Source: an optimization exercise on an open RTL-to-GDS flow (aim: small area, a short achievable clock period and few clock cycles). Production flows keep margins and buffers that such runs may drop. Function not checked in this run: the RTL went through the layout flow alone. The clock input has no modelled driver; a real chip could not lean on it and would need a root buffer or a full tree. Power is estimated from default activity; no workload was simulated.

## flow/run.sh

```bash
#!/bin/bash
# The standard layout with three changes to how it is made: the clock tree
# gets no dummy loads, its middle level of buffers is removed after CTS
# (collapse_clock.tcl) so it has two levels, and the port buffers are the
# smallest buffer cell.
set -e
export CTS_ARGS="-sink_clustering_enable -repair_clock_nets -sink_clustering_size 50 -sink_clustering_max_diameter 55 -dont_use_dummy_load"
export BUFFER_PORTS_ARGS="-buffer_cell sky130_fd_sc_hd__buf_1"
export POST_CTS_TCL="$PWD/flow/collapse_clock.tcl"
bash standard.sh > standard.log 2>&1
```

## design.v

```verilog
module cb_seg(
    input wire clk,
    input wire reset,
    input wire[11:0] tb_size_in,
    input wire wreq_size,
    output wire rreq_data,
    input wire[7:0] tb_in,
    output wire cb_valid,
    output wire[7:0] cb_data,
    output wire cb_size,
    output wire cb_start
);
reg [10:0] wq [0:32];
reg [32:0] v;
wire       release_cur;
wire [32:0] fa;      
wire [31:0] mv;      
assign fa[32] = 1'b1;
genvar g;
generate for (g = 0; g < 32; g = g + 1) begin : q
    assign fa[g] = fa[g+1] & v[g+1];
    assign mv[g] = v[g] & ~fa[g];
    always @(posedge clk)
        if (mv[g]) wq[g+1] <= wq[g];
end endgenerate
always @(posedge clk)
    if (wreq_size) wq[0] <= tb_size_in[10:0];
always @(posedge clk or posedge reset)
    if (reset) v <= 33'd0;
    else begin
        v[0] <= wreq_size | (v[0] & ~mv[0]);
        v[32] <= mv[31] | (v[32] & ~release_cur);
        v[31:1] <= mv[30:0] | (v[31:1] & ~mv[31:1]);
    end
wire [10:0] cur = wq[32];
localparam IDLE = 2'd0, BODY = 2'd2, CRC = 2'd3;
reg [1:0]  ph;
reg [10:0] p;
reg        fill;     
reg        fe;       
reg        lastnc;   
reg        twob;     
reg        big;      
reg        sob;      
reg        blk2;     
reg [1:0]  cc;       
wire c_gt132 = cur > 11'd132;
wire c_gt768 = cur > 11'd768;
wire c_gt894 = cur > 11'd894;
wire c_nofill = (cur == 11'd132) | (cur == 11'd768) | (cur == 11'd894) | (cur == 11'd1530);
wire c_fill1  = (cur == 11'd131) | (cur == 11'd767) | (cur == 11'd893) | (cur == 11'd1529);
wire p_fe = twob ? (big ? (p == 11'd1528) : (p == 11'd892))
                 : (big ? (p == 11'd766) : (p == 11'd130));
wire tb_last = (ph == BODY & lastnc & ~twob) | (ph == CRC & cc == 2'd2 & blk2);
wire start = v[32] & ((ph == IDLE) | tb_last);
wire fill_end = (ph == BODY) & fill & fe;
assign release_cur = (start & c_nofill) | fill_end;
always @(posedge clk or posedge reset)
    if (reset) ph <= IDLE;
    else if (start) ph <= BODY;
    else case (ph)
        BODY: if (lastnc) ph <= twob ? CRC : IDLE;
        CRC:  if (cc == 2'd2) ph <= blk2 ? IDLE : BODY;
        default: ;
    endcase
always @(posedge clk) begin
    if (start) begin
        p      <= cur;
        fill   <= ~c_nofill;
        fe     <= c_fill1;
        lastnc <= 1'b0;
        twob   <= c_gt768;
        big    <= c_gt132 & ~(c_gt768 & ~c_gt894);
        sob    <= 1'b1;
        blk2   <= 1'b0;
    end else case (ph)
        BODY: begin
            sob <= 1'b0;
            cc  <= 2'd0;
            if (fill) begin
                if (fe) begin
                    p      <= cur;
                    fill   <= 1'b0;
                    lastnc <= (cur == 11'd1);
                end else begin
                    p      <= p + 11'd1;
                    fe     <= p_fe;
                end
            end else begin
                p      <= p - 11'd1;
                lastnc <= (p == 11'd2) | (twob & ~blk2 & (p == 11'd767));
            end
        end
        CRC: begin
            cc <= cc + 2'd1;
            if (cc == 2'd2) begin
                blk2 <= 1'b1;
                big  <= 1'b1;
                sob  <= 1'b1;
            end
        end
        default: ;
    endcase
end
wire is_v    = ph[1];                       
wire is_data = (ph == BODY) & ~fill;
wire is_crc  = (ph == CRC);
reg s1_v, s2_v, s1_d, s2_d, s1_c, s2_c;
reg s1_st, s2_st;
reg rreq_q;
assign rreq_data = rreq_q;
always @(posedge clk or posedge reset)
    if (reset) begin
        s1_v <= 1'b0; s2_v <= 1'b0; rreq_q <= 1'b0;
    end else begin
        s1_v <= is_v; s2_v <= s1_v; rreq_q <= is_data;
    end
always @(posedge clk) begin
    s1_d <= is_data; s1_c <= is_crc; s1_st <= sob;
    s2_d <= s1_d;    s2_c <= s1_c;   s2_st <= s1_st;
end
reg [7:0]  ob;       
reg        ov, ost, osz;
reg        ocu;      
reg [23:0] crc;
assign cb_valid = ov;
assign cb_data  = ob;
assign cb_start = ost;
assign cb_size  = osz;
function [23:0] crc_next(input [23:0] s, input [7:0] d);
    reg [23:0] r;
    integer k;
    begin
        r = s;
        for (k = 0; k < 8; k = k + 1)
            r = {r[22:0], 1'b0} ^ ((r[23] ^ d[k]) ? 24'h800063 : 24'h0);
        crc_next = r;
    end
endfunction
wire [23:0] crc_n = crc_next(crc, ob);
always @(posedge clk or posedge reset)
    if (reset) ov <= 1'b0;
    else       ov <= s2_v;
always @(posedge clk) begin
    ost <= s2_st;
    if (s2_st) osz <= big;
    ocu <= s2_v & ~s2_c;
    if (s2_c)
        ob <= ocu ? crc_n[7:0] : crc[15:8];
    else
        ob <= s2_d ? tb_in : 8'h00;
    if (s2_v & s2_st) crc <= 24'hffffff;
    else if (ocu) crc <= crc_n;
    else if (s2_c) crc[15:0] <= crc[23:8];
end
endmodule
```

## flow/collapse_clock.tcl

```tcl
# Collapse the clock tree to two buffer levels: every clock buffer that only
# drives other clock buffers is removed and its loads are moved onto the net
# that drives it, so the root buffer drives the leaf buffers directly.
set block [ord::get_db_block]
proc clkbuf_out {inst} {
  foreach it [$inst getITerms] {
    if {[$it isOutputSignal]} { return [$it getNet] }
  }
  return "NULL"
}
proc is_clkbuf {inst} {
  return [string match "sky130_fd_sc_hd__clkbuf_*" [[$inst getMaster] getName]]
}
set port_net [$block findNet clk]
set root ""
foreach it [$port_net getITerms] { set root [$it getInst] }
set root_net [clkbuf_out $root]
set changed 1
while {$changed} {
  set changed 0
  foreach it [$root_net getITerms] {
    set inst [$it getInst]
    if {$inst == $root || ![$it isInputSignal] || ![is_clkbuf $inst]} { continue }
    set onet [clkbuf_out $inst]
    set all_bufs 1
    foreach lit [$onet getITerms] {
      set li [$lit getInst]
      if {$li == $inst} { continue }
      if {![is_clkbuf $li]} { set all_bufs 0 }
    }
    if {!$all_bufs} { continue }
    set loads {}
    foreach lit [$onet getITerms] {
      if {[$lit getInst] != $inst} { lappend loads $lit }
    }
    foreach lit $loads {
      $lit disconnect
      $lit connect $root_net
    }
    puts "collapse_clock: removed [$inst getName], moved [llength $loads] loads to [$root_net getName]"
    odb::dbInst_destroy $inst
    odb::dbNet_destroy $onet
    set changed 1
    break
  }
}
estimate_parasitics -placement
report_clock_latency
```

## config.mk

```make
export PLATFORM = sky130hd
export DESIGN_NAME = cb_seg
export DESIGN_NICKNAME = cb_seg
export VERILOG_FILES = /design/flow/design.v
export SDC_FILE = /design/flow/constraint.sdc
export NUM_CORES = 4
export LEC_CHECK = 0
export CAP_MARGIN = 20
export CORE_MARGIN = 2
export CORE_UTILIZATION = 40
export CTS_CLUSTER_DIAMETER = 60
export CTS_CLUSTER_SIZE = 30
export SETUP_SLACK_MARGIN = 3.0
export SLEW_MARGIN = 20
```

## constraint.sdc

```tcl
create_clock -name core_clock -period 5.0 [get_ports {clk}]
set_input_delay 1.0000 -clock core_clock [delete_from_list [all_inputs] [get_ports {clk}]]
set_output_delay 1.0000 -clock core_clock [all_outputs]
set_load 0.01 [all_outputs]
```

## standard.sh

```bash
#!/bin/bash
# synth_recipe.tcl (not shown) runs the flow's synth.tcl, then flattens the netlist and writes it again
# the make line also repeats each setting of config.mk as NAME=value (left out here)
make -C /OpenROAD-flow-scripts/flow DESIGN_CONFIG=/design/flow/config.mk WORK_HOME=/design/flow/orfs CLKGATE_MAP_FILE= SYNTH_SCRIPT=/design/flow/synth_recipe.tcl "${@:-finish}"
```

==> run_results.csv <==
group,metric,value,unit
critical_path,critPathBufInv,1,
cells_and_area,diodes,0,
synthesis,netlist.area_leader.share,71.3,%
synthesis,synth_area,16000,um^2
synthesis,synth-simple-area-share,7.09,%
cells_and_area,stdcell_area,18400,um^2
synthesis,synth-edff-count,381,
place,finalWeightedCongestion,0.782,
global_routing,grt_usage,11.8,%
synthesis,synth_compound_area_share,4.85,%
critical_path,slowest_stage,"edfxtp_1",
critical_path,path_class,"flip-flop to output port",
synthesis,synthDistinctLibCells,72,
global_routing,grt_pass1_vias,7153,
drt,drt_iter0_markers,519,
critical_path,critPathCaptureType,"output port",
synthesis,synthAdderAreaFrac,0.546,%
synthesis,synth_top_family_by_area,"simple AND/OR/NAND/NOR gates",
cells_and_area,final_nets,1012,
global_routing,grt_antenna_before_repair,0,
drt,via_per_inst,4.91,
floorplanning,die_w,204,um
synthesis,muxShareOfSynthArea,1.33,%
place,postPlaceCellArea,16800,um^2
global_routing,grt_overflow,0,
critical_path,cp_max_fo,1,
run_status,status,"complete, no violations",
sta,rsz0062_at_grt,"true",
floorplanning,fp.coreArea,39600,um^2
pwr,leakagePower,0.00639,uW
clocking,clk-insertion-delay-late,0.61,ns
sta,fin_crit_sh,42.4,%
synthesis,synth_warnings,2,
sta,fin_setup_tns,0,ns
drt,num_vias,7385,
critical_path,cp_slowest_stage_delay,0.37,ns
pwr,peakVddDrop,465,uV
sta,max_freq,0.472,GHz
place,portBuffers,33,
sta,min_period,2.12,ns
synthesis,synthTopCellsByCount,"edfxtp_1 (381), nand2_1 (59), dfxtp_1 (43)",
hold_path,hold_path_class,"flip-flop to flip-flop",
global_routing,grt_pass1_wl,36500,um
sta,maxSlewViolCount,0,
sta,skew,0.0468,ns
drt,drt-total-wl,23300,um
synthesis,postSynthAreaPerCell,18.0,um^2
drt,routed_wire_length_per_instance,15.5,um
global_routing,grt_max_degree,41,
floorplanning,dieHeight,204,um
floorplanning,io_pins,35,
critical_path,start_kind,"flip-flop",
synthesis,synth_area_leader_cell,"edfxtp_1",
drt,drt_first_pass_iters,5,
sta,tightest_slew,0.971,ns
synthesis,yosys_register_bits,463,
critical_path,cp.required,4.00,ns
critical_path,cp_top_family,"flip-flops",
sta,slew_headroom,35.1,%
pwr,power_density,587,nW/um^2
pwr,power,10800,uW
cells_and_area,syn2layout_area_growth,14.6,%
synthesis,synth_area_leaders,"edfxtp_1 (71%), dfrtp_1 (6.1%), dfxtp_1 (5.4%), xnor2_1 (1.5%), nand2_1 (1.4%)",
drt,drtAntennaViolNets,0,
cells_and_area,drive_gt1_share,19.1,%
floorplanning,start_util,40.5,%
floorplanning,num_rows,73,
floorplanning,die-area,41700,um^2
synthesis,synth-async-reset-ratio,8.42,%
sta,setup_viol,0,
synthesis,ys_seq_area_share,82.7,%
synthesis,synth_most_common_cell,"edfxtp_1",
clocking,cts_num_sinks,463,
synthesis,syn-num-nets,923,
sta,hold_viol,0,
synthesis,synth_ff_type,"edfxtp_1",
critical_path,path_cells,"clkbuf_2",
critical_path,critPathArrivalTime,1.12,ns
clocking,cts.clk_slew.worst_paths,0.08,ns
drt,drc,0,
place,dp_hpwl,14500,um
synthesis,synthXorXnorAreaFrac,2.45,%
synthesis,syn_inst,893,
job,cap_violations,0,
==> power by group <==
part | total (uW) | switching, uW | leakage (uW) | internal (uW)
clock | 2130 | 1100 | 0.000370 | 1040
combinational | 2790 | 1490 | 0.00157 | 1300
sequential | 5870 | 518 | 0.00445 | 5350
total | 10800 | 3110 | 0.00639 | 7690
==> per-layer routing <==
metal | vias to the layer above | routed length (um) | track usage, %
met5 | - | 0 | 0
met4 | 0 | 556 | 6.60
met3 | 35 | 981 | 3.89
met2 | 132 | 11600 | 18.8
met1 | 3677 | 10200 | 14.3
li1 | 3541 | - | -
==> state kept, by name (all words and copies together) (netlist names), 2 cells and up <==
name,flops
cc,2
crc,24
ob,8
p,11
ph,2
v,33
wq,363
==> cells in the final DEF, fill, tap and decap left out, types with 4 or more instances in the layout <==
cell and count:
and2_4 6, nand3_1 15, dfrtp_1 33, nor3_1 11, dfrtp_2 6, a22o_1 5, or2_2 8, a21o_1 8
dfxtp_1 34, inv_1 13, o21a_4 4, nor2_1 29, a221oi_1 4, mux2i_1 18, o211ai_1 10, edfxtp_1 381
nand4_1 6, o22ai_1 5, nand2b_1 19, dfxtp_2 7, and2_1 6, buf_4 42, xor2_1 4, ha_1 7
nand2_1 55, buf_6 11, nor2b_4 6, xnor2_1 25, o21ai_0 18, a21boi_4 4, clkbuf_16 30, a21oi_1 17
and3_1 4, buf_1 21
==> final timing paths <==
check / startpoint / endpoint / slack [ns] / cells past startpoint
max: osz$_DFFE_PP_ / cb_size / 2.88 / 1
min: s1_st$_DFF_P_ / s2_st$_DFF_P_ / 0.33 / 0
max reg2reg: v[24]$_DFF_PP0_ / wq[1][10]$_DFFE_PP_ / 2.94 / 7
min reg2reg: s1_st$_DFF_P_ / s2_st$_DFF_P_ / 0.33 / 0
max in group asynchronous: reset / v[32]$_DFF_PP0_ / 3.79 / 2
min in group asynchronous: reset / v[0]$_DFF_PP0_ / 0.55 / 2
==> kinds of logic after synthesis <==
| group | after synthesis |
|---|---|
| AOI/OAI and AO/OA | 112 |
| DFF | 463 |
| muxes | 21 |
| buffers and inverters | 42 |
| and+or+nand+nor | 211 |
| xor gates and xnor gates | 37 |
| adders and majority gates | 7 |
==> worst reg2reg max path, cell delays in order, from the launching register on <==
cell and delay [ns]:
dfrtp_2 0.41, nand4_4 0.11, or3_4 0.44, nor4_4 0.23, buf_6 0.18, and4_4 0.27
buf_12 0.13, a21boi_4 0.07
==> layout make-up <==
class	instances	area [um^2]
Multi-Input combinational cell	392	3030
Inverter	15	61.3
Clock buffer	30	751
Timing Repair Buffer	80	593
Tap cell	525	657
Sequential cell	463	13300
Fill cell	3371	21200
==> through the flow <==
step / setup slack (ns) / util [%] / instances / hold slack, ns
after detailed placement: 2.27 / 42.4 / 1427 / 0.317
after global placement: 2.30 / 42.4 / 1427 / 0.311
after global routing: 2.81 / 46.4 / 1505 / 0.339
after floorplan: 2.97 / - / 893 / 0.310
final: 2.88 / 46.4 / 1505 / 0.333

## static timing again, ports no longer ideal
The flow's constraints put no driver on any port. The routed layout listed below was extracted and timed again, unchanged, in two steps. Step 1 assumes that a clkbuf_16 drives the clock port and a buf_2 every other input. Step 2 moves the port delays by t, midway between the first and last clock arrival at a register: inputs arrive t later, outputs are due t later. That takes back most of the time a late clock gives input paths. Three values: no drivers, after step 1, after step 2; two values: the first two.
t (ns): 0.642
setup WS [ns]: 2.880 / 2.828 / 2.940
worst hold slack (ns): 0.333 / 0.333 / 0.333
worst register clock-pin slew, ns: 0.10 / 0.10
After both steps this run still meets setup and hold. For this run, drivers alone change the setup slack by -0.052 ns; drivers and shift together by +0.060 ns.
